Background: an optimization exercise with open tools, aiming at small area. Do not read the settings as production practice. At most, simulation tests tie the RTL to the original design; equivalence was not proved. Only the layout flow was run in runs 8 and 9; the RTL was not checked for function there.

File: design.v
module SubRipple #(parameter W = 9)(
    input  wire [W-1:0] a,
    input  wire [W-1:0] b,
    output wire [W-1:0] d,
    output wire         ge
);
    wire [W:0] c;
    assign c[0] = 1'b1;
    genvar i;
    generate
        for (i = 0; i < W; i = i + 1) begin : g
            wire nb = ~b[i];
            assign d[i] = a[i] ^ nb ^ c[i];
            assign c[i+1] = (a[i] & nb) | (c[i] & (a[i] | nb));
        end
    endgenerate
    assign ge = c[W];
endmodule
module Decode_1xEP(
    input  wire [8:0]  m_range,
    input  wire [16:0] e,
    output wire        bin_out,
    output wire [15:0] v
);
    wire [9:0] br;
    assign br[0] = 1'b0;
    genvar i;
    generate
        for (i = 0; i < 9; i = i + 1) begin : g
            assign br[i+1] = (~e[7+i] & m_range[i]) | (~(e[7+i] ^ m_range[i]) & br[i]);
        end
    endgenerate
    assign bin_out = e[16] | ~br[9];
    assign v = {e[15:7] ^ ({9{bin_out}} & (m_range ^ br[8:0])), e[6:0]};
endmodule
module AddRipple #(parameter W = 4)(
    input  wire [W-1:0] a,
    input  wire [W-1:0] b,
    input  wire         ci,
    output wire [W-1:0] s,
    output wire         co
);
    wire [W:0] c;
    assign c[0] = ci;
    genvar i;
    generate
        for (i = 0; i < W; i = i + 1) begin : g
            assign s[i] = a[i] ^ b[i] ^ c[i];
            assign c[i+1] = (a[i] & b[i]) | (c[i] & (a[i] | b[i]));
        end
    endgenerate
    assign co = c[W];
endmodule
module Decoder #(parameter BIN_WIDTH = 4)(
    input clk,
    input reset,
    input bypass,
    input [7:0] pState_in,
    input [1:0] n_bin,
    input [15:0] m_value_binRE_in,
    input [16:0] m_value_binEP0_in,
    input [16:0] m_value_binEP1_in,
    input [16:0] m_value_binEP2_in,
    input [16:0] m_value_binEP3_in,
    output wire [BIN_WIDTH - 1:0] bin,
    output wire [15:0] m_value_binRE_out,
    output wire [16:0] m_value_binEP0_out,
    output wire [16:0] m_value_binEP1_out,
    output wire [16:0] m_value_binEP2_out,
    output wire [16:0] m_value_binEP3_out,
    output wire [2:0] numBits,
    output wire mps_renorm,
    output wire lps
);
    reg [8:0] m_range;
    reg [15:0] m_value;
    wire b0, b1, b2, b3;
    wire [15:0] v0, v1, v2, v3;
    Decode_1xEP ep0 (.m_range(m_range), .e(m_value_binEP0_in), .bin_out(b0), .v(v0));
    Decode_1xEP ep1 (.m_range(m_range), .e(m_value_binEP1_in), .bin_out(b1), .v(v1));
    Decode_1xEP ep2 (.m_range(m_range), .e(m_value_binEP2_in), .bin_out(b2), .v(v2));
    Decode_1xEP ep3 (.m_range(m_range), .e(m_value_binEP3_in), .bin_out(b3), .v(v3));
    assign m_value_binEP0_out = {m_value, 1'b0};
    assign m_value_binEP1_out = {v0, 1'b0};
    assign m_value_binEP2_out = {v1, 1'b0};
    assign m_value_binEP3_out = {v2, 1'b0};
    wire sel0 = bypass & ~n_bin[1] & ~n_bin[0];
    wire sel1 = bypass & ~n_bin[1] &  n_bin[0];
    wire sel2 = bypass &  n_bin[1] & ~n_bin[0];
    wire sel3 = bypass &  n_bin[1] &  n_bin[0];
    wire [15:0] v_next = ({16{sel0}} & v0) | ({16{sel1}} & v1) | ({16{sel2}} & v2) |
                         ({16{sel3}} & v3) | ({16{~bypass}} & m_value_binRE_in);
    wire [3:0] bin_ep = {sel3 & b3, (sel2 | sel3) & b2, ~sel0 & b1, b0};
    wire [4:0] q = pState_in[6:2] ^ {5{pState_in[7]}};
    wire [3:0] r = m_range[8:5];
    wire [4:0] pp0 = q & {5{r[0]}};
    wire [4:0] pp1 = q & {5{r[1]}};
    wire [4:0] pp2 = q & {5{r[2]}};
    wire [4:0] pp3 = q & {5{r[3]}};
    wire [4:0] s1; wire c1;
    AddRipple #(5) a1 (.a({1'b0, pp0[4:1]}), .b(pp1), .ci(1'b0), .s(s1), .co(c1));
    wire [4:0] s2; wire c2;
    AddRipple #(5) a2 (.a({c1, s1[4:1]}), .b(pp2), .ci(1'b0), .s(s2), .co(c2));
    wire [4:0] s3; wire c3;
    AddRipple #(5) a3 (.a({c2, s2[4:1]}), .b(pp3), .ci(1'b1), .s(s3), .co(c3));
    wire [7:0] lpsr = {c3, s3, s2[0], s1[0]};
    wire [8:0] rl; wire rl_ge;
    SubRipple #(9) srl (.a(m_range), .b({1'b0, lpsr}), .d(rl), .ge(rl_ge));
    wire [8:0] a_lo; wire a_ge;
    SubRipple #(9) sva (.a(m_value[15:7]), .b(m_range), .d(a_lo), .ge(a_ge));
    wire [7:0] t_lo; wire t_c8;
    AddRipple #(8) at (.a(a_lo[7:0]), .b(lpsr), .ci(1'b0), .s(t_lo), .co(t_c8));
    wire t8 = a_lo[8] ^ t_c8;
    wire c9 = a_lo[8] & t_c8;
    wire t9 = ~a_ge ^ c9;             
    wire t10 = ~a_ge & ~c9;           
    wire [8:0] vd = {t8, t_lo};
    wire is_lps = ~t10 & (rl_ge | t9);
    reg [2:0] nb;
    always @(*) begin
        casez (lpsr[7:3])
            5'b1????: nb = 3'd1;
            5'b01???: nb = 3'd2;
            5'b001??: nb = 3'd3;
            5'b0001?: nb = 3'd4;
            5'b00001: nb = 3'd5;
            default:  nb = 3'd6;
        endcase
    end
    assign lps = is_lps;
    assign mps_renorm = is_lps | rl[8];
    assign numBits = is_lps ? nb : 3'd1;
    wire [15:0] re_lps = {vd, m_value[6:0]} << nb;
    wire [15:0] re_mps = rl[8] ? m_value : {m_value[14:0], 1'b0};
    assign m_value_binRE_out = is_lps ? re_lps : re_mps;
    wire [7:0] lps_sh = lpsr << nb;
    wire [8:0] rng_lps = {1'b1, lps_sh};   
    wire [8:0] rng_mps = rl[8] ? rl : {rl[7:0], 1'b0};
    wire [8:0] rng_re = is_lps ? rng_lps : rng_mps;
    wire [3:0] bin_re = is_lps ? {3'b111, ~pState_in[7]} : {3'b000, pState_in[7]};
    assign bin = bypass ? bin_ep : bin_re;
    always @(posedge clk or posedge reset) begin
        if (reset) begin
            m_range <= 9'd510;
            m_value <= 16'd36049;
        end else begin
            m_value <= v_next;
            if (!bypass)
                m_range <= rng_re;
        end
    end
endmodule
File: flow/run.sh
#!/bin/bash
# Standard ORFS layout with two changes:
#  1. after the standard synthesis, the combinational logic of its netlist is re-mapped by
#     ABC with area-oriented scripts, a few rounds, keeping the smallest result (the
#     flip-flops are kept exactly as the standard synthesis made them);
#  2. the port buffers use the smallest buffer cell.
set -euo pipefail
HERE=$(pwd)
R=$HERE/orfs/results/sky130hd/Decoder/base
LIB=$FLOW_HOME/platforms/sky130hd/lib/sky130_fd_sc_hd__tt_025C_1v80.lib
DU=""
for c in probe_p_8 probec_p_8 lpflow_bleeder_1 lpflow_clkbufkapwr_1 lpflow_clkbufkapwr_16 \
  lpflow_clkbufkapwr_2 lpflow_clkbufkapwr_4 lpflow_clkbufkapwr_8 lpflow_clkinvkapwr_1 \
  lpflow_clkinvkapwr_16 lpflow_clkinvkapwr_2 lpflow_clkinvkapwr_4 lpflow_clkinvkapwr_8 \
  lpflow_inputiso0n_1 lpflow_inputiso0p_1 lpflow_inputiso1n_1 lpflow_inputiso1p_1 \
  lpflow_isobufsrc_1 lpflow_isobufsrc_16 lpflow_isobufsrc_2 lpflow_isobufsrc_4 \
  lpflow_isobufsrc_8 lpflow_isobufsrckapwr_16; do
  DU="$DU -dont_use sky130_fd_sc_hd__$c"
done

bash standard.sh synth > synth.log 2>&1
cp $R/1_2_yosys.v $HERE/std_synth.v

# one round: re-map the combinational logic of $1 with ABC script $3 into $2
remap() {
  yosys -l $2.log -p "
read_liberty -ignore_miss_func -overwrite -setattr liberty_cell $LIB
blackbox sky130_fd_sc_hd__df*
read_verilog -overwrite $1
hierarchy -top Decoder
flatten
opt_clean
abc -liberty $LIB $DU -script $3
opt_clean -purge
read_liberty -lib -overwrite $LIB
tee -o $2.stat stat -liberty $LIB
write_verilog -noattr -nohex -nodec $2
" > /dev/null
  awk '/Chip area/{print $NF}' $2.stat
}

mkdir -p remap
best=$HERE/std_synth.v
best_area=1e9
cur=$HERE/std_synth.v
for round in 1 2 3 4 5; do
  round_best=""; round_area=1e9
  for s in s5 s9 s10; do
    out=$HERE/remap/r${round}_$s.v
    a=$(remap $cur $out $HERE/flow/$s.abc)
    echo "round $round $s area $a" >> remap/summary.txt
    if awk "BEGIN{exit !($a < $round_area)}"; then round_area=$a; round_best=$out; fi
  done
  cur=$round_best
  if awk "BEGIN{exit !($round_area < $best_area)}"; then best_area=$round_area; best=$round_best; fi
done
echo "best $best $best_area" >> remap/summary.txt

yosys -l $HERE/finalize.log -p "
read_liberty -lib -overwrite $LIB
read_verilog $best
hierarchy -top Decoder
hilomap -singleton -hicell sky130_fd_sc_hd__conb_1 HI -locell sky130_fd_sc_hd__conb_1 LO
insbuf -buf sky130_fd_sc_hd__buf_1 A X
splitnets
opt_clean -purge
check -assert -mapped
stat -liberty $LIB
write_verilog -noattr -nohex -nodec $HERE/resyn.v
" > /dev/null

cp $HERE/resyn.v $R/1_2_yosys.v
rm -f $R/1_synth.odb $R/1_synth.sdc

export BUFFER_PORTS_ARGS="-buffer_cell sky130_fd_sc_hd__buf_1"
export SETUP_MOVE_SEQUENCE=unbuffer,sizeup,swap
bash standard.sh > standard.log 2>&1
File: flow/s10.abc
strash
dc2
dch -f
amap -F 10 -A 50 -C 5000
topo
File: config.mk
export PLATFORM = sky130hd
export DESIGN_NAME = Decoder
export DESIGN_NICKNAME = Decoder
export VERILOG_FILES = /design/flow/design.v
export SDC_FILE = /design/flow/constraint.sdc
export NUM_CORES = 4
export LEC_CHECK = 0
export ABC_AREA = 1
export CAP_MARGIN = 20
export CORE_MARGIN = 2
export CORE_UTILIZATION = 50
export SLEW_MARGIN = 20
File: flow/s9.abc
strash
balance
 rewrite
 refactor
 balance
 rewrite
 rewrite -z
 balance
 refactor -z
 rewrite -z
 balance
balance
 rewrite
 refactor
 balance
 rewrite
 rewrite -z
 balance
 refactor -z
 rewrite -z
 balance
balance
 rewrite
 refactor
 balance
 rewrite
 rewrite -z
 balance
 refactor -z
 rewrite -z
 balance
dch -f
amap
topo
File: constraint.sdc
create_clock -name core_clock -period 10.0 [get_ports {clk}]
set_input_delay 2.0000 -clock core_clock [delete_from_list [all_inputs] [get_ports {clk}]]
set_output_delay 2.0000 -clock core_clock [all_outputs]
set_load 0.01 [all_outputs]
File: flow/s5.abc
strash
balance
 rewrite
 refactor
 balance
 rewrite
 rewrite -z
 balance
 refactor -z
 rewrite -z
 balance
dch -f
amap
topo
File: standard.sh
#!/bin/bash
# synth_recipe.tcl (not shown) runs the flow's synth.tcl, then flattens the netlist and writes it again
# the make line also repeats each setting of config.mk as NAME=value (left out here)
make -C /OpenROAD-flow-scripts/flow DESIGN_CONFIG=/design/flow/config.mk WORK_HOME=/design/flow/orfs CLKGATE_MAP_FILE= SYNTH_SCRIPT=/design/flow/synth_recipe.tcl "${@:-finish}"
==> flow_metrics.py, run 1 <==
metrics = {
    "outcome": {
        "outcome": "finished clean",
    },
    "layout": {
        "antennaDiodeCount": 0,
        "nets": 1055,
        "syn_to_final_growth_pct": 21.80,
        "drive_gt1_share_pct": 6.061,
        "instances_no_fill": 1065,
    },
    "placement": {
        "hpwl_um": 13050,
        "dpl.cell_count": 1061,
        "port_buffers": 183,
        "gp_routability_congestion": 0.9432,
        "pre_cts_ws_ns": 0.06957,
    },
    "timing": {
        "post-route-period-util_pct": 94.21,
        "worst_slew_margin_rel_pct": 24.70,
        "timing.final.crit_period_ns": 9.421,
        "fmax_mhz": 106.1,
        "tns_ns": 0,
        "finalHoldViolations": 0,
        "worst_slack_ns": 0.5793,
        "skew_ns": 0.002947,
        "slew_violations": 0,
        "setup_viol": 0,
        "tightest_slew_ns": 1.121,
    },
    "worst_setup_path": {
        "crit_type": "primary input to output port",
        "crit_slowest_cell": "or2_0",
        "arrival_ns": 7.42,
        "cp-end-kind": "output port",
        "slowest_delay_ns": 0.30,
        "required_ns": 8.00,
        "path_common_cell": "nor2_1",
        "path_max_fanout": 8,
        "r2r_cells": 32,
        "worst_setup_path_start_kind": "primary input",
    },
    "synthesis": {
        "syn_inst": 786,
        "yosysWarnings": 1,
        "syn_avg_cell_area_um2": 5.541,
        "synth.cell_area_um2": 4355,
    },
    "global_routing": {
        "grt_pass1_wl_um": 26090,
        "grt_use_total_pct": 32.70,
        "gr-usage-met2_pct": 53.31,
        "met1_usage_pct": 45.88,
        "met3_usage_pct": 3.453,
        "overflow": 0,
        "grt_pass1_vias": 5614,
        "grt-busiest-layer": "met2",
        "grt_max_degree": 26,
        "grt_antenna_before_repair": 0,
    },
    "flow_run": {
        "maxCapViolCount": 0,
    },
    "route": {
        "detail_route.first_pass.iterations": 6,
        "vias": 6437,
        "antenna_left": 0,
        "wl_per_cell_um": 15.48,
        "avgViaCountPerCell": 6.044,
        "drt-total-wl_um": 16490,
        "drcViolationCount": 0,
        "drt-initial-drc-count": 442,
    },
    "clock_tree": {
        "cts_made_buffers": 3,
        "ctsLongestPathBuffers": 2,
        "cts_tree": "done",
        "hold_buffers": 0,
        "cts_root_buffer": "clkbuf_8",
        "clk_pin_slew_ns": 0.08,
        "clock-sinks": 25,
        "htreeDepth": 1,
        "worstSkewPairLatency_ns": 0.27,
    },
    "floorplanning": {
        "core_area_um2": 8593,
        "rows": 34,
        "die_y_um": 97.33,
        "initial_core_util_pct": 50.68,
        "dieArea_um2": 9473,
        "pin_count": 190,
        "die_w_um": 97.33,
    },
    "min_path": {
        "holdPathStages": 2,
        "hold_path.class": "flop to flop",
    },
}
==> metal layers <==
layer | share of wire, % | wire length, um | vias up
met4 | 1.8 | 304 | 0
met2 | 45 | 7447 | 343
met1 | 44 | 7226 | 2893
met3 | 9.1 | 1508 | 30
met5 | 0 | 0 | -
li1 | - | - | 3171
==> cell usage in the layout (no fill, tap or decap), drive strengths merged, types with 2 or more instances in the layout <==
cell type	n
buf	204
nor2	183
nand2	107
o21ai	97
a21oi	72
clkinv	54
o22ai	52
nor3	42
o22a	17
nor2b	16
dfstp	15
a222oi	14
a211oi	10
dfrtp	10
nand3	9
o221ai	8
o21a	7
o32ai	5
o21bai	4
conb	4
clkbuf	4
or2	3
a22oi	3
a311oi	3
a31oi	2
a221o	2
==> per-stage QoR <==
stage	hold slack [ns]	util [%]	area (um^2)
after CTS	0.6997	61.18	5258
after global placement	0.6658	60.64	5211
after global routing	0.7648	61.74	5305
after detailed placement	0.6796	60.64	5211
after floorplan	0.5856	-	4368
final	0.7123	61.74	5305
==> flip-flops by register name, indices dropped and copies added, names as in the netlist <==
| signal | cells |
|---|---|
| m_range | 9 |
| m_value | 16 |
==> final cells by class <==
cell class / instances / area (um^2)
clock buffer: 3 / 41.29
clock inverter: 1 / 5.005
fill: 877 / 3288
inverter: 54 / 203.9
multi-input combinational: 669 / 3422
sequential: 25 / 644.4
tap: 108 / 135.1
timing repair buffer: 205 / 853.3
==> final timing paths <==
check / to / slack (ns) / startpoint
max: m_value_binRE_out[4] / 0.58 / pState_in[7]
min: m_range[2]$_DFFE_PP1N_ / 0.71 / m_range[2]$_DFFE_PP1N_
max reg2reg: m_range[6]$_DFFE_PP1N_ / 3.76 / m_range[5]$_DFFE_PP1N_
min reg2reg: m_range[2]$_DFFE_PP1N_ / 0.71 / m_range[2]$_DFFE_PP1N_
max in group asynchronous: m_value[14]$_DFF_PP0_ / 7.86 / reset
min in group asynchronous: m_value[1]$_DFF_PP0_ / 1.75 / reset
==> worst max-delay path: cells and delay by family <==
family	cells	cell delay (ns)
buffers and inverters	4	0.61
AND/OR/NAND/NOR	13	1.69
AO/OA/AOI/OAI	18	3.07
==> timing repair <==
item | 4_1_cts | 5_1_grt
buffers inserted | 0 | 0
gates resized for setup | 0 | 19
setup endpoints to repair | 0 | 25
==> inputs of run 2 (changes only) <==
--- a/flow/run.sh
+++ b/flow/run.sh
@@ -75,3 +75,2 @@
 export BUFFER_PORTS_ARGS="-buffer_cell sky130_fd_sc_hd__buf_1"
-export SETUP_MOVE_SEQUENCE=unbuffer,sizeup,swap
 bash standard.sh > standard.log 2>&1
--- a/config.mk
+++ b/config.mk
@@ -8,5 +8,5 @@
 export ABC_AREA = 1
-export CAP_MARGIN = 20
+export CAP_MARGIN = 0
 export CORE_MARGIN = 2
 export CORE_UTILIZATION = 50
-export SLEW_MARGIN = 20
+export SLEW_MARGIN = 0
==> run 2 against run 1 <==
Worst hold slack better by 0.00070 ns; critical endpoint unchanged; critical path type unchanged; design area down 0.14%; first-iteration DRC count up 2.0%; still clean on timing, DRC and antenna.
==> flow_metrics.py, run 2 <==
metrics = {
    "outcome": {
        "outcome": "finished clean",
    },
    "timing": {
        "skew_ns": 0.0009049,
        "finalHoldViolations": 0,
        "setup_viol": 0,
        "worst_slew_margin_rel_pct": 12.88,
        "worst_slack_ns": 0.5799,
        "post-route-period-util_pct": 94.20,
        "tns_ns": 0,
        "timing.final.crit_period_ns": 9.420,
        "fmax_mhz": 106.2,
        "tightest_slew_ns": 1.302,
        "slew_violations": 0,
    },
    "placement": {
        "placed_area_um2": 5211,
        "hpwl_um": 13050,
        "gp_routability_congestion": 0.9432,
        "port_buffers": 183,
        "pre_cts_ws_ns": 0.06957,
    },
    "layout": {
        "top_register": "m_value",
        "final_common_cell": "buf_1",
        "antennaDiodeCount": 0,
        "top_regs": "m_value: 16 flops, m_range: 9 flops",
        "drive_gt1_share_pct": 5.852,
        "design_area_um2": 5298,
        "largest_reg_flops": 16,
        "final_cell_mix": "buf_1 (182), nor2_1 (181), nand2_1 (106)",
        "fill_cells": 879,
        "syn_to_final_growth_pct": 21.63,
        "nets": 1055,
    },
    "worst_setup_path": {
        "reg2reg_from": "m_range[5]$_DFFE_PP1N_",
        "path_max_fanout": 8,
        "arrival_ns": 7.42,
        "path_common_cell": "nor2_1",
        "crit_slowest_cell": "or2_0",
        "cp-end-kind": "output port",
        "slowest_delay_ns": 0.30,
        "crit_type": "primary input to output port",
        "required_ns": 8.00,
        "startpoint": "pState_in[7]",
        "worst_setup_path_start_kind": "primary input",
    },
    "route": {
        "detail_route.first_pass.iterations": 6,
        "drt-initial-drc-count": 451,
        "wl_per_cell_um": 15.49,
        "vias": 6409,
        "drt-total-wl_um": 16500,
        "drcViolationCount": 0,
        "avgViaCountPerCell": 6.018,
        "antenna_left": 0,
    },
    "clock_tree": {
        "ctsLongestPathBuffers": 2,
        "cts_root_buffer": "clkbuf_8",
        "postCtsSetupBuffers": 0,
        "cts_tree": "done",
        "clk_pin_slew_ns": 0.08,
        "cts_made_buffers": 3,
        "clock-sinks": 25,
        "worstSkewPairLatency_ns": 0.27,
        "hold_buffers": 0,
        "htreeDepth": 1,
    },
    "synthesis": {
        "synth.cell_area_um2": 4355,
        "yosysWarnings": 1,
        "syn_inst": 786,
        "syn_avg_cell_area_um2": 5.541,
    },
    "global_routing": {
        "grt_pass1_wl_um": 26090,
        "grt_max_degree": 26,
        "grt_pass1_vias": 5614,
        "grt_use_total_pct": 32.70,
        "grt_antenna_before_repair": 0,
        "overflow": 0,
    },
    "floorplanning": {
        "pin_count": 190,
        "initial_core_util_pct": 50.68,
        "die_w_um": 97.33,
        "die_y_um": 97.33,
        "core_area_um2": 8593,
        "rows": 34,
        "dieArea_um2": 9473,
    },
    "flow_run": {
        "maxCapViolCount": 0,
    },
    "min_path": {
        "holdCritStartpoint": "m_range[0]$_DFFE_PP0N_",
        "hold_path.class": "flop to flop",
    },
}
run 2: changes by cell type in the layout (fill, tap and decap cells not counted):
| cell | delta |
|---|---|
| nor2_1 | +1 |
| nor2_2 | -1 |
| nor3_1 | +1 |
| nor3_2 | -1 |
run 2: per-layer routing:
layer / global-route usage (%) / part of all wire, % / vias to the layer above
met3: 3.453 / 8.7 / 25
met2: 53.31 / 46 / 327
met4: 9.615 / 1.7 / 0
met1: 45.88 / 44 / 2881
li1: - / - / 3176
met5: 0 / 0 / -
run 2: final timing paths:
kind                                           to  slack, ns  cells after the start
setup / recovery             m_value_binRE_out[4]       0.58                     35
hold / removal             m_range[0]$_DFFE_PP0N_       0.71                      2
setup reg to reg           m_range[4]$_DFFE_PP1N_       3.78                     34
hold reg to reg            m_range[0]$_DFFE_PP0N_       0.71                      2
max in group asynchronous   m_value[14]$_DFF_PP0_       7.86                      2
min in group asynchronous    m_value[1]$_DFF_PP0_       1.75                      2
run 2: worst max-delay path, delay by kind of cell:
family          cells  cell delay [ns]
simple gates       13             1.71
compound gates     18             3.06
buf+inv             4             0.61
run 2: per-stage QoR:
stage,util (%),hold WS [ns],std cells
after floorplan,-,0.5856,789
after global placement,60.64,0.6658,1061
after detailed placement,60.64,0.6796,1061
after CTS,61.18,0.6997,1065
after global routing,61.65,0.7648,1065
final,61.65,0.7130,1065
run 2: area by class of cell:
| class | instances | area (um^2) | area share (%) |
|---|---|---|---|
| well taps | 108 | 135.1 | 2.551 |
| repair buffers | 205 | 853.3 | 16.11 |
| multi-input cells | 669 | 3415 | 64.45 |
| inverters | 54 | 203.9 | 3.850 |
| clock buffers | 3 | 41.29 | 0.7794 |
| clock inverters | 1 | 5.005 | 0.09447 |
| flip-flops and latches | 25 | 644.4 | 12.16 |
run 2: what timing repair did:
item | in CTS | in global routing
endpoints found under the setup margin | 0 | 25
hold endpoints to repair | 0 | 0
gates resized for setup | 0 | 19
==> inputs of run 3 (changes only) <==
--- a/flow/run.sh
+++ b/flow/run.sh
@@ -75,2 +75,3 @@
 export BUFFER_PORTS_ARGS="-buffer_cell sky130_fd_sc_hd__buf_1"
+export RECOVER_POWER=100
 bash standard.sh > standard.log 2>&1
==> run 3 against run 2 <==
Now fails the layout checks on max-capacitance violations, max-slew violations; clock skew grew 0.00077 ns; maximum frequency grew 0.16%; synthesized cell count is the same; design area shrank 0.43%; critical endpoint unchanged; highest routed layer unchanged.
==> flow_metrics.py, run 3 <==
metrics = {
    "route": {
        "antenna_left": 0,
        "detail_route.first_pass.iterations": 6,
        "wl_per_cell_um": 15.53,
        "drt-initial-drc-count": 512,
        "avgViaCountPerCell": 6.024,
        "drt-total-wl_um": 16540,
        "vias": 6416,
        "drcViolationCount": 0,
    },
    "timing": {
        "whs_ns": 0.7113,
        "fmax_mhz": 106.3,
        "post-route-period-util_pct": 94.05,
        "slew_violations": 16,
        "worst_slew_margin_rel_pct": -30.29,
        "setup_viol": 0,
        "tightest_slew_ns": 1.939,
        "timing.final.crit_period_ns": 9.405,
        "skew_ns": 0.001675,
        "worst_slack_ns": 0.5945,
        "finalHoldViolations": 0,
        "tns_ns": 0,
    },
    "layout": {
        "antennaDiodeCount": 0,
        "syn_to_final_growth_pct": 21.11,
        "final_cell_mix": "buf_1 (182), nor2_1 (181), nand2_1 (106)",
        "fill_cells": 887,
        "top_regs": "m_value: 16 flops, m_range: 9 flops",
        "drive_gt1_share_pct": 4.598,
        "top_register": "m_value",
        "final_common_cell": "buf_1",
        "nets": 1055,
        "post-route-util_pct": 61.39,
        "largest_reg_flops": 16,
    },
    "worst_setup_path": {
        "crit_type": "primary input to output port",
        "reg2reg_from": "m_range[5]$_DFFE_PP1N_",
        "r2r_slack_ns": 3.68,
        "slowest_delay_ns": 0.32,
        "arrival_ns": 7.41,
        "required_ns": 8.00,
        "path_common_cell": "nor2_1",
        "cp-end-kind": "output port",
        "worst_setup_path_start_kind": "primary input",
        "r2r_cells": 32,
        "r2r_end": "m_range[6]$_DFFE_PP1N_",
        "cp-endpoint": "m_value_binRE_out[4]",
        "crit_slowest_cell": "o21ai_0",
        "path_max_fanout": 8,
        "startpoint": "pState_in[7]",
    },
    "synthesis": {
        "syn_avg_cell_area_um2": 5.541,
        "synth.cell_area_um2": 4355,
        "syn_inst": 786,
        "yosysWarnings": 1,
    },
    "clock_tree": {
        "hold_buffers": 0,
        "clock-sinks": 25,
        "ctsResizeCount": 0,
        "cts_made_buffers": 3,
        "clk_pin_slew_ns": 0.08,
        "htreeDepth": 1,
        "ctsLongestPathBuffers": 2,
        "cts_tree": "done",
        "postCtsSetupBuffers": 0,
        "cts_root_buffer": "clkbuf_8",
        "worstSkewPairLatency_ns": 0.27,
    },
    "global_routing": {
        "grt_max_degree": 26,
        "grt_pass1_vias": 5614,
        "overflow": 0,
        "grt_use_total_pct": 32.70,
        "grt_pass1_wl_um": 26090,
        "grt_antenna_before_repair": 0,
    },
    "placement": {
        "hpwl_um": 13050,
        "port_buffers": 183,
        "pre_cts_ws_ns": 0.06957,
        "gp_routability_congestion": 0.9432,
    },
    "outcome": {
        "check-failures": "max-capacitance violations, max-slew violations",
        "outcome": "failed layout checks",
    },
    "floorplanning": {
        "die_w_um": 97.33,
        "dieArea_um2": 9473,
        "pin_count": 190,
        "initial_core_util_pct": 50.68,
        "core_area_um2": 8593,
        "die_y_um": 97.33,
        "rows": 34,
    },
    "min_path": {
        "hold_path.class": "flop to flop",
    },
    "flow_run": {
        "maxCapViolCount": 1,
    },
}
run 3: worst min-delay path by stage:
stage | from | endpoint | cells past startpoint
after detailed placement | m_range[4]$_DFFE_PP1N_ | m_range[4]$_DFFE_PP1N_ | 2
after global routing | m_range[4]$_DFFE_PP1N_ | m_range[4]$_DFFE_PP1N_ | 2
final | m_range[2]$_DFFE_PP1N_ | m_range[2]$_DFFE_PP1N_ | 2
after global placement | m_range[2]$_DFFE_PP1N_ | m_range[2]$_DFFE_PP1N_ | 2
after floorplan | m_range[4]$_DFFE_PP1N_ | m_range[4]$_DFFE_PP1N_ | 2
after CTS | m_range[4]$_DFFE_PP1N_ | m_range[4]$_DFFE_PP1N_ | 2
run 3: worst max-delay path, delay by kind of cell:
family	cells	cell delay [ns]
buf+inv	4	0.56
compound gates	18	2.88
simple gates	13	1.92
run 3: metrics by stage:
step / area [um^2] / cells
after floorplan: 4368 / 789
after global placement: 5211 / 1061
after detailed placement: 5211 / 1061
after CTS: 5258 / 1065
after global routing: 5275 / 1065
final: 5275 / 1065
run 3: layout make-up:
type / instances / area (um^2) / area share (%)
clock buffer: 3 / 41.29 / 0.7827
clock inverter: 1 / 5.005 / 0.09488
inverter: 54 / 203.9 / 3.866
multi-input combinational: 669 / 3410 / 64.63
sequential: 25 / 644.4 / 12.22
tap: 108 / 135.1 / 2.562
timing repair buffer: 205 / 835.8 / 15.84
run 3: metal layers:
layer	vias to the layer above	global-route usage (%)	share of wire, %
met1	2910	45.88	45
li1	3172	-	-
met4	0	9.615	1.7
met3	23	3.453	8.3
met2	311	53.31	45
met5	-	0	0
==> inputs of run 4 (changes only) <==
--- a/flow/run.sh
+++ b/flow/run.sh
@@ -75,3 +75,4 @@
 export BUFFER_PORTS_ARGS="-buffer_cell sky130_fd_sc_hd__buf_1"
-export RECOVER_POWER=100
+# size gates for timing before placement with a margin for the wires to come
+SETUP_SLACK_MARGIN=1.0 bash standard.sh floorplan > standard_floorplan.log 2>&1
 bash standard.sh > standard.log 2>&1
==> run 4 against run 3 <==
Now clean on timing, DRC and antenna; maximum frequency increased by 0.42%; non-clock buffer count unchanged; worst setup slack improved by 0.039 ns; clock skew increased by 0.0020 ns; utilization increased by 0.79 points; sequential cell count unchanged.
==> flow_metrics.py, run 4 <==
metrics = {
    "global_routing": {
        "grt_pass1_wl_um": 25570,
        "grt_max_degree": 26,
        "grt_use_total_pct": 32.00,
        "overflow": 0,
        "grt_antenna_before_repair": 0,
        "grt_pass1_vias": 5532,
    },
    "floorplanning": {
        "dieArea_um2": 9473,
        "core_area_um2": 8593,
        "pin_count": 190,
        "die_w_um": 97.33,
        "initial_core_util_pct": 50.68,
        "die_y_um": 97.33,
        "rows": 34,
    },
    "layout": {
        "nets": 1055,
        "top_register": "m_value",
        "drive_gt1_share_pct": 6.374,
        "antennaDiodeCount": 0,
        "syn_to_final_growth_pct": 22.67,
        "final_common_cell": "buf_1",
        "fill_cells": 865,
        "design_area_um2": 5343,
        "instances_no_fill": 1065,
        "final_cell_mix": "buf_1 (182), nor2_1 (180), nand2_1 (106)",
        "top_regs": "m_value: 16 flops, m_range: 9 flops",
        "largest_reg_flops": 16,
    },
    "worst_setup_path": {
        "startpoint": "pState_in[7]",
        "arrival_ns": 7.37,
        "r2r_end": "m_range[6]$_DFFE_PP1N_",
        "r2r_cells": 35,
        "crit_type": "primary input to output port",
        "required_ns": 8.00,
        "r2r_slack_ns": 3.60,
        "path_max_fanout": 12,
        "reg2reg_from": "m_range[6]$_DFFE_PP1N_",
        "slowest_delay_ns": 0.29,
        "worst_setup_path_start_kind": "primary input",
        "cp-end-kind": "output port",
        "cp.depth": 37,
        "path_common_cell": "nor2_1",
        "cp-endpoint": "m_value_binRE_out[4]",
        "crit_family": "compound AO/OA/AOI/OAI gates",
        "crit_buf_inv": 4,
        "crit_slowest_cell": "or2_0",
    },
    "synthesis": {
        "syn_avg_cell_area_um2": 5.541,
        "yosysWarnings": 1,
        "syn_inst": 786,
        "synth.cell_area_um2": 4355,
    },
    "route": {
        "drt-initial-drc-count": 507,
        "wl_per_cell_um": 15.43,
        "drcViolationCount": 0,
        "vias": 6488,
        "antenna_left": 0,
        "drt-total-wl_um": 16440,
        "avgViaCountPerCell": 6.092,
        "detail_route.first_pass.iterations": 8,
    },
    "timing": {
        "timing.final.crit_period_ns": 9.366,
        "finalHoldViolations": 0,
        "slew_violations": 0,
        "setup_viol": 0,
        "fmax_mhz": 106.8,
        "skew_ns": 0.003633,
        "post-route-period-util_pct": 93.66,
        "tns_ns": 0,
        "worst_slack_ns": 0.6339,
        "worst_slew_margin_rel_pct": 17.19,
        "tightest_slew_ns": 1.238,
    },
    "clock_tree": {
        "clk_pin_slew_ns": 0.08,
        "worstSkewPairLatency_ns": 0.27,
        "cts_tree": "done",
        "postCtsSetupBuffers": 0,
        "cts_made_buffers": 3,
        "htreeDepth": 1,
        "clock-sinks": 25,
        "cts_root_buffer": "clkbuf_8",
        "ctsLongestPathBuffers": 2,
    },
    "placement": {
        "pre_cts_ws_ns": 0.1322,
        "hpwl_um": 13200,
        "dpl.cell_count": 1061,
        "gp_routability_congestion": 0.9689,
        "placed_area_um2": 5241,
        "port_buffers": 183,
    },
    "flow_run": {
        "maxCapViolCount": 0,
    },
    "min_path": {
        "hold_path.class": "flop to flop",
    },
    "outcome": {
        "outcome": "finished clean",
    },
}
==> run 4: cell count changes in the layout (fill, tap and decap cells not counted), sizes merged <==
cell / change
buf: +5
clkbuf: -5
clkinv: -1
clkinvlp: +1
==> run 4: layer usage <==
| layer | GRT usage, % | share of wire, % | up-vias |
|---|---|---|---|
| met5 | 0 | 0 | - |
| met4 | 11.54 | 2.2 | 0 |
| met3 | 2.878 | 9.1 | 33 |
| met2 | 51.82 | 46 | 352 |
| met1 | 44.62 | 42 | 2928 |
| li1 | - | - | 3175 |
==> run 4: cell type report <==
cell class	count	area [um^2]	area share, %
Clock buffer	3	41.29	0.7728
Tap cell	108	135.1	2.529
Clock inverter	1	5.005	0.09368
Inverter	54	212.7	3.981
Multi-Input combinational cell	669	3448	64.54
Sequential cell	25	644.4	12.06
Timing Repair Buffer	205	855.8	16.02
==> run 4: what timing repair did <==
item / in CTS / in global routing
hold buffers: 0 / 0
endpoints found under the setup margin: 0 / 25
gates resized for setup: 0 / 19
==> run 4: stage by stage <==
step           hold slack (ns)  utilization (%)
6_report                0.6793            62.17
5_1_grt                 0.7417            62.17
4_1_cts                 0.6748            61.53
3_5_place_dp            0.6546            60.99
3_3_place_gp            0.6439            60.99
2_1_floorplan           0.5856                -
==> run 4: tightest hold or removal path, delay by kind of cell (launching register included) <==
family                 cells  cell delay (ns)
AO/OA/AOI/OAI              1             0.10
flip-flops                 1             0.41
buffers and inverters      1             0.16
==> run 4: how the worst min path moves through the flow <==
stage,startpoint,to,slack (ns),cells after the start
final,m_range[4]$_DFFE_PP1N_,m_range[4]$_DFFE_PP1N_,0.68,2
after global routing,m_range[2]$_DFFE_PP1N_,m_range[2]$_DFFE_PP1N_,0.74,2
after CTS,m_range[4]$_DFFE_PP1N_,m_range[4]$_DFFE_PP1N_,0.67,2
after detailed placement,m_range[4]$_DFFE_PP1N_,m_range[4]$_DFFE_PP1N_,0.65,2
after global placement,m_range[4]$_DFFE_PP1N_,m_range[4]$_DFFE_PP1N_,0.64,2
after floorplan,m_range[4]$_DFFE_PP1N_,m_range[4]$_DFFE_PP1N_,0.59,2
==> inputs of run 5 (changes only) <==
--- a/flow/run.sh
+++ b/flow/run.sh
@@ -75,4 +75,2 @@
 export BUFFER_PORTS_ARGS="-buffer_cell sky130_fd_sc_hd__buf_1"
-# size gates for timing before placement with a margin for the wires to come
-SETUP_SLACK_MARGIN=1.0 bash standard.sh floorplan > standard_floorplan.log 2>&1
 bash standard.sh > standard.log 2>&1
--- a/config.mk
+++ b/config.mk
@@ -10,3 +10,3 @@
 export CORE_MARGIN = 2
-export CORE_UTILIZATION = 50
+export CORE_UTILIZATION = 75
 export SLEW_MARGIN = 0
==> run 5 against run 4 <==
Area after synthesis stayed put; synthesized cell count stayed put; the run now fails in global placement (3_3_place_gp).
==> flow_metrics.py, run 5 <==
metrics = {
    "synthesis": {
        "synth.cell_area_um2": 4355,
        "syn_avg_cell_area_um2": 5.541,
        "yosysWarnings": 1,
        "syn_inst": 786,
    },
    "outcome": {
        "failed_stage": "global placement (3_3_place_gp)",
        "outcome": "aborted with a tool error",
        "first-error": "[ERROR GPL-0301] Utilization 100.163 % exceeds 100%.",
    },
    "placement": {
        "port_buffers": 183,
    },
    "floorplanning": {
        "initial_core_util_pct": 78.14,
        "die_w_um": 80.21,
        "pin_count": 190,
        "rows": 27,
        "die_y_um": 80.21,
    },
}
==> inputs of run 6 (changes only) <==
--- a/config.mk
+++ b/config.mk
@@ -10,3 +10,3 @@
 export CORE_MARGIN = 2
-export CORE_UTILIZATION = 75
+export CORE_UTILIZATION = 65
 export SLEW_MARGIN = 0
==> run 6 against run 5 <==
Now clean on timing, DRC and antenna; area after synthesis is the same; synthesized cell count is the same.
==> flow_metrics.py, run 6 <==
metrics = {
    "floorplanning": {
        "pin_count": 190,
        "core_area_um2": 6422,
        "rows": 29,
        "initial_core_util_pct": 67.82,
        "die_w_um": 85.86,
        "dieArea_um2": 7371,
        "die_y_um": 85.86,
    },
    "flow_run": {
        "maxCapViolCount": 0,
    },
    "worst_setup_path": {
        "crit_buf_inv": 6,
        "r2r_end": "m_range[4]$_DFFE_PP1N_",
        "crit_slowest_cell": "o21ai_1",
        "arrival_ns": 7.47,
        "r2r_cells": 35,
        "crit_type": "primary input to output port",
        "slowest_delay_ns": 0.37,
        "reg2reg_from": "m_range[6]$_DFFE_PP1N_",
        "cp-end-kind": "output port",
        "path_common_cell": "o21ai_0",
        "worst_setup_path_start_kind": "primary input",
        "required_ns": 8.00,
        "path_max_fanout": 8,
        "r2r_slack_ns": 3.36,
        "crit_family": "compound AO/OA/AOI/OAI gates",
    },
    "layout": {
        "nets": 1055,
        "top_register": "m_value",
        "design_area_um2": 5275,
        "antennaDiodeCount": 0,
        "largest_reg_flops": 16,
        "instances_no_fill": 1034,
        "top_regs": "m_value: 16 flops, m_range: 9 flops",
        "multiInputGateArea_um2": 3428,
        "regArea_um2": 644.4,
        "post-route-util_pct": 82.14,
        "syn_to_final_growth_pct": 21.11,
        "drive_gt1_share_pct": 6.061,
        "final_common_cell": "buf_1",
        "fill_cells": 486,
        "final_cell_mix": "buf_1 (182), nor2_1 (180), nand2_1 (106)",
    },
    "route": {
        "vias": 6826,
        "drcViolationCount": 0,
        "avgViaCountPerCell": 6.602,
        "wl_per_cell_um": 16.25,
        "drt-initial-drc-count": 894,
        "antenna_left": 0,
        "detail_route.first_pass.iterations": 23,
        "drt-total-wl_um": 16800,
    },
    "clock_tree": {
        "clock-sinks": 25,
        "cts_tree": "done",
        "htreeDepth": 1,
        "cts_root_buffer": "clkbuf_8",
        "cts_made_buffers": 3,
        "worstSkewPairLatency_ns": 0.27,
        "postCtsSetupBuffers": 0,
        "clk_pin_slew_ns": 0.09,
        "ctsLongestPathBuffers": 2,
    },
    "synthesis": {
        "yosysWarnings": 1,
        "synth.cell_area_um2": 4355,
        "syn_inst": 786,
        "syn_avg_cell_area_um2": 5.541,
    },
    "placement": {
        "dpl.cell_count": 1030,
        "hpwl_um": 13120,
        "placed_area_um2": 5172,
        "port_buffers": 183,
        "gp_routability_congestion": 1.016,
        "pre_cts_ws_ns": 0.04423,
    },
    "min_path": {
        "holdPathStages": 2,
        "holdPathEnd": "m_range[2]$_DFFE_PP1N_",
        "hold_path.class": "flop to flop",
        "holdCritStartpoint": "m_range[2]$_DFFE_PP1N_",
    },
    "global_routing": {
        "grt_max_degree": 26,
        "grt_use_total_pct": 42.60,
        "grt_pass1_vias": 5743,
        "grt_pass1_wl_um": 25830,
        "overflow": 0,
        "grt_antenna_before_repair": 0,
    },
    "timing": {
        "skew_ns": 0.005664,
        "tightest_slew_ns": 1.344,
        "post-route-period-util_pct": 94.68,
        "whs_ns": 0.7007,
        "worst_slack_ns": 0.5323,
        "setup_viol": 0,
        "finalHoldViolations": 0,
        "worst_slew_margin_rel_pct": 10.06,
        "tns_ns": 0,
        "slew_violations": 0,
        "timing.final.crit_period_ns": 9.468,
        "fmax_mhz": 105.6,
    },
    "outcome": {
        "outcome": "finished clean",
    },
}
[run 6: worst max-delay path by stage]
stage	startpoint	end	slack (ns)	cells past startpoint
after detailed placement	pState_in[7]	m_value_binRE_out[4]	0.04	36
after global routing	pState_in[7]	m_value_binRE_out[4]	-0.004	38
after CTS	pState_in[7]	m_value_binRE_out[4]	0.02	36
after floorplan	pState_in[7]	m_value_binRE_out[7]	0.02	25
after global placement	pState_in[7]	m_value_binRE_out[4]	0.24	36
final	pState_in[7]	m_value_binRE_out[4]	0.53	35
[run 6: area by class of cell]
class | count | share of cell area (%)
multi-input cells | 669 | 64.99
repair buffers | 205 | 16.18
flip-flops and latches | 25 | 12.22
inverters | 54 | 3.866
well taps | 77 | 1.826
clock buffers | 3 | 0.7827
clock inverters | 1 | 0.1423
[run 6: what timing repair did]
action                                  CTS  global route
resized for setup                         0            21
hold buffers                              0             0
endpoints found under the setup margin    0            25
[run 6: worst min-delay path: cells and delay by family (launching register included)]
family | cells | cell delay, ns
buffers and inverters | 1 | 0.21
AO/OA/AOI/OAI | 1 | 0.11
flip-flops | 1 | 0.37
[run 6: per-layer routing]
layer  wire, um  global-route usage, %
met5          0                      0
met1       6166                  54.56
met4        583                  18.61
met2       7804                  71.38
met3       2243                  6.160
==> inputs of run 7 (changes only) <==
--- a/config.mk
+++ b/config.mk
@@ -8,5 +8,5 @@
 export ABC_AREA = 1
-export CAP_MARGIN = 0
+export CAP_MARGIN = 20
 export CORE_MARGIN = 2
-export CORE_UTILIZATION = 65
-export SLEW_MARGIN = 0
+export CORE_UTILIZATION = 50
+export SLEW_MARGIN = 20
==> run 7 against run 6 <==
Still clean on timing, DRC and antenna; clock skew down 0.0027 ns; non-clock buffer count stayed put; register-to-register slack better by 0.40 ns; global-route usage decreased by 9.9 points; die area rose by 29%; critical endpoint unchanged; highest routed layer unchanged.
==> flow_metrics.py, run 7 <==
metrics = {
    "layout": {
        "final_cell_mix": "buf_1 (182), nor2_1 (180), nand2_1 (106)",
        "design_area_um2": 5305,
        "nets": 1055,
        "drive_gt1_share_pct": 6.061,
        "largest_reg_flops": 16,
        "antennaDiodeCount": 0,
        "top_register": "m_value",
        "top_regs": "m_value: 16 flops, m_range: 9 flops",
        "final_common_cell": "buf_1",
        "fill_cells": 877,
        "syn_to_final_growth_pct": 21.80,
    },
    "worst_setup_path": {
        "slowest_delay_ns": 0.30,
        "crit_type": "primary input to output port",
        "crit_family": "compound AO/OA/AOI/OAI gates",
        "required_ns": 8.00,
        "path_common_cell": "nor2_1",
        "cp-end-kind": "output port",
        "crit_buf_inv": 4,
        "reg2reg_from": "m_range[5]$_DFFE_PP1N_",
        "arrival_ns": 7.42,
        "crit_slowest_cell": "or2_0",
        "worst_setup_path_start_kind": "primary input",
        "startpoint": "pState_in[7]",
        "path_max_fanout": 8,
    },
    "route": {
        "avgViaCountPerCell": 6.044,
        "drt-initial-drc-count": 442,
        "antenna_left": 0,
        "vias": 6437,
        "drt-total-wl_um": 16490,
        "wl_per_cell_um": 15.48,
        "detail_route.first_pass.iterations": 6,
        "drcViolationCount": 0,
    },
    "outcome": {
        "outcome": "finished clean",
    },
    "clock_tree": {
        "cts_tree": "done",
        "postCtsSetupBuffers": 0,
        "ctsResizeCount": 0,
        "clock-sinks": 25,
        "clk_pin_slew_ns": 0.08,
        "ctsLongestPathBuffers": 2,
        "worstSkewPairLatency_ns": 0.27,
        "htreeDepth": 1,
        "cts_root_buffer": "clkbuf_8",
        "hold_buffers": 0,
        "cts_made_buffers": 3,
    },
    "placement": {
        "placed_area_um2": 5211,
        "port_buffers": 183,
        "pre_cts_ws_ns": 0.06957,
        "hpwl_um": 13050,
        "gp_routability_congestion": 0.9432,
    },
    "timing": {
        "slew_violations": 0,
        "worst_slack_ns": 0.5793,
        "setup_viol": 0,
        "skew_ns": 0.002947,
        "tightest_slew_ns": 1.121,
        "timing.final.crit_period_ns": 9.421,
        "worst_slew_margin_rel_pct": 24.70,
        "fmax_mhz": 106.1,
        "finalHoldViolations": 0,
        "post-route-period-util_pct": 94.21,
    },
    "synthesis": {
        "syn_avg_cell_area_um2": 5.541,
        "yosysWarnings": 1,
        "syn_inst": 786,
        "synth.cell_area_um2": 4355,
    },
    "flow_run": {
        "maxCapViolCount": 0,
    },
    "global_routing": {
        "grt_antenna_before_repair": 0,
        "overflow": 0,
        "grt_max_degree": 26,
        "grt_pass1_vias": 5614,
        "grt_pass1_wl_um": 26090,
        "grt_use_total_pct": 32.70,
    },
    "floorplanning": {
        "rows": 34,
        "die_w_um": 97.33,
        "pin_count": 190,
        "core_area_um2": 8593,
        "initial_core_util_pct": 50.68,
        "dieArea_um2": 9473,
        "die_y_um": 97.33,
    },
    "min_path": {
        "hold_path.class": "flop to flop",
        "holdCritStartpoint": "m_range[2]$_DFFE_PP1N_",
    },
}
-- run 7: final cells by class --
cell class	count	area, um^2	share of cell area [%]
Inverter	54	203.9	3.844
Sequential cell	25	644.4	12.15
Timing Repair Buffer	205	853.3	16.08
Multi-Input combinational cell	669	3422	64.50
Clock inverter	1	5.005	0.09434
Tap cell	108	135.1	2.547
Clock buffer	3	41.29	0.7783
-- run 7: worst reg2reg max path, delay by kind of cell, from the launching register on --
kind,cells,cell delay [ns]
flops,1,0.60
simple gates,11,1.78
compound gates,17,2.71
buf+inv,4,1.06
-- run 7: worst paths after layout --
| path | slack (ns) | to | depth (start not counted) |
|---|---|---|---|
| setup / recovery | 0.58 | m_value_binRE_out[4] | 35 |
| hold / removal | 0.71 | m_range[2]$_DFFE_PP1N_ | 2 |
| min in group asynchronous | 1.75 | m_value[1]$_DFF_PP0_ | 2 |
| hold reg to reg | 0.71 | m_range[2]$_DFFE_PP1N_ | 2 |
| setup reg to reg | 3.76 | m_range[6]$_DFFE_PP1N_ | 32 |
| max in group asynchronous | 7.86 | m_value[14]$_DFF_PP0_ | 2 |
-- run 7: per-layer routing --
layer / vias up / routed length (um) / GRT usage (%)
met3: 30 / 1508 / 3.453
met2: 343 / 7447 / 53.31
met1: 2893 / 7226 / 45.88
li1: 3171 / - / -
met5: - / 0 / 0
met4: 0 / 304 / 9.615
-- run 7: stage by stage --
| stage | setup TNS (ns) | hold WS (ns) | cells | util, % |
|---|---|---|---|---|
| detailed placement | 0 | 0.6796 | 1061 | 60.64 |
| floorplan | 0 | 0.5856 | 789 | - |
| global route | -0.1161 | 0.7648 | 1065 | 61.74 |
| CTS | 0 | 0.6997 | 1065 | 61.18 |
| finish | 0 | 0.7123 | 1065 | 61.74 |
| global placement | 0 | 0.6658 | 1061 | 60.64 |
==> inputs of run 8 (changes only) <==
--- a/design.v
+++ b/design.v
@@ -118,13 +118,9 @@
     wire is_lps = ~t10 & (rl_ge | t9);
-    reg [2:0] nb;
-    always @(*) begin
-        casez (lpsr[7:3])
-            5'b1????: nb = 3'd1;
-            5'b01???: nb = 3'd2;
-            5'b001??: nb = 3'd3;
-            5'b0001?: nb = 3'd4;
-            5'b00001: nb = 3'd5;
-            default:  nb = 3'd6;
-        endcase
-    end
+    wire lz2 = ~|lpsr[7:4];
+    wire [7:0] l1 = lz2 ? {lpsr[3:0], 4'b0000} : lpsr;
+    wire lz1 = ~|l1[7:6];
+    wire [7:0] l2 = lz1 ? {l1[5:0], 2'b00} : l1;
+    wire lz0 = ~l2[7];
+    wire [6:0] l3 = lz0 ? l2[5:0] << 1 : l2[6:0];
+    wire [2:0] nb = {lz2, lz1, lz0} + 3'd1;
     assign lps = is_lps;
@@ -132,7 +128,9 @@
     assign numBits = is_lps ? nb : 3'd1;
-    wire [15:0] re_lps = {vd, m_value[6:0]} << nb;
+    wire [15:0] sh0 = {vd[7:0], m_value[6:0], 1'b0};
+    wire [15:0] sh1 = lz2 ? {sh0[11:0], 4'b0000} : sh0;
+    wire [15:0] sh2 = lz1 ? {sh1[13:0], 2'b00} : sh1;
+    wire [15:0] re_lps = lz0 ? {sh2[14:0], 1'b0} : sh2;
     wire [15:0] re_mps = rl[8] ? m_value : {m_value[14:0], 1'b0};
     assign m_value_binRE_out = is_lps ? re_lps : re_mps;
-    wire [7:0] lps_sh = lpsr << nb;
-    wire [8:0] rng_lps = {1'b1, lps_sh};   
+    wire [8:0] rng_lps = {1'b1, l3, 1'b0};
     wire [8:0] rng_mps = rl[8] ? rl : {rl[7:0], 1'b0};
==> run 8 against run 7 <==
Final cell count is 0.94% higher; design area is 2.9% higher; global-route usage rose by 0.21 points; via count rose by 1.0%; first-iteration DRC count grew 24%; highest routed layer is now met5.
==> flow_metrics.py, run 8 <==
metrics = {
    "worst_setup_path": {
        "path_max_fanout": 8,
        "reg2reg_from": "m_range[5]$_DFFE_PP1N_",
        "path_common_cell": "o21ai_0",
        "startpoint": "pState_in[7]",
        "crit_slowest_cell": "a32o_1",
        "worst_setup_path_start_kind": "primary input",
        "required_ns": 8.00,
        "arrival_ns": 7.54,
        "crit_type": "primary input to output port",
        "cp-end-kind": "output port",
        "slowest_delay_ns": 0.32,
    },
    "route": {
        "drt-total-wl_um": 16430,
        "antenna_left": 0,
        "drt-initial-drc-count": 547,
        "vias": 6502,
        "drcViolationCount": 0,
        "wl_per_cell_um": 15.28,
        "avgViaCountPerCell": 6.048,
        "detail_route.first_pass.iterations": 7,
    },
    "placement": {
        "hpwl_um": 12770,
        "port_buffers": 183,
        "dpl.cell_count": 1065,
        "gp_routability_congestion": 0.9958,
    },
    "clock_tree": {
        "cts_root_buffer": "clkbuf_8",
        "worstSkewPairLatency_ns": 0.27,
        "cts_made_buffers": 3,
        "clk_pin_slew_ns": 0.08,
        "hold_buffers": 0,
        "clock-sinks": 25,
        "ctsLongestPathBuffers": 2,
        "htreeDepth": 1,
        "cts_tree": "done",
    },
    "global_routing": {
        "grt_pass1_vias": 5458,
        "overflow": 0,
        "grt_antenna_before_repair": 1,
        "grt_max_degree": 29,
        "grt_use_total_pct": 32.91,
        "grt_pass1_wl_um": 24470,
    },
    "layout": {
        "antennaDiodeCount": 0,
        "fill_cells": 846,
        "instances_no_fill": 1075,
        "regArea_um2": 644.4,
        "final_common_cell": "nor2_1",
        "nets": 1068,
        "syn_to_final_growth_pct": 27.95,
        "multiInputGateArea_um2": 3418,
        "top_register": "m_value",
        "final_cell_mix": "nor2_1 (212), buf_1 (181), nand2_1 (82)",
        "largest_reg_flops": 16,
        "top_regs": "m_value: 16 flops, m_range: 9 flops",
        "drive_gt1_share_pct": 10.10,
    },
    "timing": {
        "post-route-period-util_pct": 95.41,
        "skew_ns": 0.003635,
        "whs_ns": 0.6017,
        "tightest_slew_ns": 1.088,
        "slew_violations": 0,
        "setup_viol": 0,
        "timing.final.crit_period_ns": 9.541,
        "fmax_mhz": 104.8,
        "finalHoldViolations": 0,
        "worst_slew_margin_rel_pct": 27.10,
    },
    "min_path": {
        "hold_path.class": "flop to flop",
        "holdCritStartpoint": "m_range[7]$_DFFE_PP1N_",
    },
    "floorplanning": {
        "dieArea_um2": 9288,
        "die_y_um": 96.38,
        "core_area_um2": 8258,
        "initial_core_util_pct": 51.67,
        "die_w_um": 96.38,
        "rows": 33,
        "pin_count": 190,
    },
    "synthesis": {
        "syn_inst": 775,
        "syn_avg_cell_area_um2": 5.505,
        "yosysWarnings": 1,
        "synth.cell_area_um2": 4267,
    },
    "flow_run": {
        "maxCapViolCount": 0,
    },
    "outcome": {
        "outcome": "finished clean",
    },
}
-- run 8: per-stage QoR --
step	cell area, um^2	util, %	setup WS [ns]	setup TNS, ns
floorplan	4282	-	0.08398	0
global placement	5256	63.65	0.1605	0
global route	5459	66.11	-0.07848	-0.1858
finish	5459	66.11	0.4594	0
detailed placement	5256	63.65	-0.04437	-0.08447
CTS	5304	64.23	0.08587	0
-- run 8: area by class of cell --
type,instances,share of cell area (%)
Inverter,48,3.392
Clock buffer,4,0.8251
Tap cell,105,2.407
Multi-Input combinational cell,664,62.62
Timing Repair Buffer,229,18.95
Sequential cell,25,11.80
-- run 8: routing by layer --
metal  up-vias  share of wire [%]  track usage [%]
met2       395                 46            54.11
li1       3171                  -                -
met4         2                2.9            11.15
met5         -              0.043                0
met1      2884                 41            45.29
met3        50                9.6            3.103
-- run 8: path summary, 6_finish.rpt --
kind	to	depth (start not counted)	slack [ns]
min reg2reg	m_range[7]$_DFFE_PP1N_	1	0.60
max in group asynchronous	m_value[14]$_DFF_PP0_	2	7.85
min	m_range[7]$_DFFE_PP1N_	1	0.60
min in group asynchronous	m_value[5]$_DFF_PP0_	2	1.75
max reg2reg	m_range[6]$_DFFE_PP1N_	34	3.21
max	m_value_binRE_out[5]	37	0.46
-- run 8: repair_timing --
action / CTS / global route
gates resized for setup: 2 / 39
buffers inserted: 0 / 6
setup endpoints to repair: 4 / 25
hold endpoints to repair: 0 / 0
pin swaps: 0 / 4
-- run 8: worst max-delay path, delay by kind of cell --
kind	cells	cell delay (ns)
AO/OA/AOI/OAI	15	2.68
AND/OR/NAND/NOR	15	1.90
buffers and inverters	7	0.97
==> inputs of run 9 (changes only) <==
--- a/config.mk
+++ b/config.mk
@@ -8,5 +8,5 @@
 export ABC_AREA = 1
-export CAP_MARGIN = 20
+export CAP_MARGIN = 0
 export CORE_MARGIN = 2
 export CORE_UTILIZATION = 50
-export SLEW_MARGIN = 20
+export SLEW_MARGIN = 0
==> run 9 against run 8 <==
Die area stayed put; critical endpoint unchanged; final cell count is the same; register-to-register slack improved by 0.04 ns; clock-buffer cell count did not move; design area fell by 0.14%; first-iteration DRC count down 4.0%.
==> flow_metrics.py, run 9 <==
metrics = {
    "worst_setup_path": {
        "worst_setup_path_start_kind": "primary input",
        "slowest_delay_ns": 0.31,
        "arrival_ns": 7.50,
        "path_max_fanout": 8,
        "crit_type": "primary input to output port",
        "cp-end-kind": "output port",
        "path_common_cell": "nor2_1",
        "crit_slowest_cell": "a32o_1",
        "required_ns": 8.00,
    },
    "layout": {
        "final_cell_mix": "nor2_1 (213), buf_1 (181), nand2_1 (82)",
        "top_register": "m_value",
        "antennaDiodeCount": 0,
        "largest_reg_flops": 16,
        "instances_no_fill": 1075,
        "final_common_cell": "nor2_1",
        "nets": 1068,
        "post-route-util_pct": 66.02,
        "drive_gt1_share_pct": 9.897,
        "fill_cells": 846,
        "top_regs": "m_value: 16 flops, m_range: 9 flops",
        "design_area_um2": 5451,
        "syn_to_final_growth_pct": 27.77,
    },
    "floorplanning": {
        "die_y_um": 96.38,
        "dieArea_um2": 9288,
        "rows": 33,
        "core_area_um2": 8258,
        "pin_count": 190,
        "initial_core_util_pct": 51.67,
        "die_w_um": 96.38,
    },
    "timing": {
        "tightest_slew_ns": 1.169,
        "timing.final.crit_period_ns": 9.498,
        "skew_ns": 0.002471,
        "setup_viol": 0,
        "slew_violations": 0,
        "worst_slew_margin_rel_pct": 21.75,
        "fmax_mhz": 105.3,
        "post-route-period-util_pct": 94.98,
        "finalHoldViolations": 0,
        "worst_slack_ns": 0.5018,
    },
    "route": {
        "drt-total-wl_um": 16430,
        "drt-initial-drc-count": 525,
        "route.met2.wl_um": 7638,
        "antenna_left": 0,
        "wl_met1_um": 6905,
        "highest_layer": "met5",
        "wl_met3_um": 1577,
        "detail_route.first_pass.iterations": 6,
        "vias": 6503,
        "drcViolationCount": 0,
        "avgViaCountPerCell": 6.049,
        "wl_per_cell_um": 15.29,
    },
    "flow_run": {
        "maxCapViolCount": 0,
    },
    "global_routing": {
        "grt_use_total_pct": 32.91,
        "grt_antenna_before_repair": 1,
        "grt_pass1_wl_um": 24470,
        "grt_max_degree": 29,
        "overflow": 0,
        "grt_pass1_vias": 5458,
    },
    "clock_tree": {
        "cts_tree": "done",
        "htreeDepth": 1,
        "cts_made_buffers": 3,
        "clock-sinks": 25,
        "cts_root_buffer": "clkbuf_8",
        "ctsLongestPathBuffers": 2,
        "clk_pin_slew_ns": 0.08,
        "worstSkewPairLatency_ns": 0.27,
    },
    "placement": {
        "port_buffers": 183,
        "hpwl_um": 12770,
        "gp_routability_congestion": 0.9958,
        "placed_area_um2": 5256,
        "dpl.cell_count": 1065,
        "pre_cts_ws_ns": -0.04437,
    },
    "synthesis": {
        "yosysWarnings": 1,
        "synth.cell_area_um2": 4267,
        "syn_inst": 775,
        "syn_avg_cell_area_um2": 5.505,
    },
    "min_path": {
        "hold_path.class": "flop to flop",
    },
    "outcome": {
        "outcome": "finished clean",
    },
}
[run 9: cell count changes in the layout (fill, tap and decap cells not counted)]
cell / change
a211oi_1: +1
nor2_1: +1
nor2_2: -1
a211oi_2: -1
[run 9: worst max-delay path: cells and delay by family]
kind                   cells  cell delay [ns]
AO/OA/AOI/OAI             15             2.32
buffers and inverters      6             0.89
AND/OR/NAND/NOR           20             2.28
[run 9: final timing paths]
kind,from,to,slack [ns],cells past startpoint
max in group asynchronous,reset,m_value[13]$_DFF_PP0_,7.85,2
setup / recovery,pState_in[7],m_value_binRE_out[5],0.50,41
hold / removal,m_range[7]$_DFFE_PP1N_,m_range[7]$_DFFE_PP1N_,0.61,1
setup reg to reg,m_range[5]$_DFFE_PP1N_,m_range[6]$_DFFE_PP1N_,3.25,38
min in group asynchronous,reset,m_value[5]$_DFF_PP0_,1.75,2
hold reg to reg,m_range[7]$_DFFE_PP1N_,m_range[7]$_DFFE_PP1N_,0.61,1
[run 9: repair_timing]
action	in CTS	in global routing
setup endpoints to repair	4	25
buffers inserted	0	6
gates cloned	0	0
gates resized for setup	2	39
hold buffers	0	0
pin swaps	0	4
[run 9: per-layer routing]
layer,global-route usage [%],vias up
met5,0,-
met4,11.15,2
met3,3.103,33
met2,54.11,376
met1,45.29,2919
li1,-,3173
[run 9: cell type report]
| cell class | instances | area [um^2] | area share (%) |
|---|---|---|---|
| sequential | 25 | 644.4 | 11.82 |
| tap | 105 | 131.4 | 2.410 |
| clock buffer | 4 | 45.04 | 0.8263 |
| inverter | 48 | 185.2 | 3.397 |
| multi-input combinational | 664 | 3411 | 62.57 |
| timing repair buffer | 229 | 1035 | 18.98 |
[run 9: through the flow]
| step | setup TNS (ns) | hold slack [ns] |
|---|---|---|
| after CTS | 0 | 0.5927 |
| after detailed placement | -0.08447 | 0.5800 |
| after global routing | -0.1847 | 0.6210 |
| final | 0 | 0.6051 |
| after floorplan | 0 | 0.5399 |
| after global placement | 0 | 0.5770 |

==> what the ideal ports hide <==
The flow's constraints put no driver on any port. The routed layouts listed below were extracted and timed again, unchanged, in two steps. Step 1 sets driving cells, clkbuf_16 on the clock port and buf_2 on the other inputs (assumed; they add their load-dependent delay and slew). Step 2 also shifts input and output timing later by t, the mid clock arrival at the registers, as if the neighbouring blocks saw the same clock. a / b / c = no drivers / after step 1 / after step 2; a / b = the first two.
run | t (ns) | setup slack, ns | worst slew at a driven data input, ns
run 1 | 0.298 | 0.579 / 0.559 / 0.559 | 0.04
run 2 | 0.298 | 0.580 / 0.560 / 0.560 | 0.04
run 3 | 0.298 | 0.595 / 0.574 / 0.574 | 0.04
run 4 | 0.299 | 0.634 / 0.614 / 0.614 | 0.05
run 6 | 0.299 | 0.532 / 0.512 / 0.512 | 0.07
run 7 | 0.298 | 0.579 / 0.559 / 0.559 | 0.04
run 8 | 0.297 | 0.459 / 0.437 / 0.437 | 0.04
run 9 | 0.297 | 0.502 / 0.480 / 0.480 | 0.04
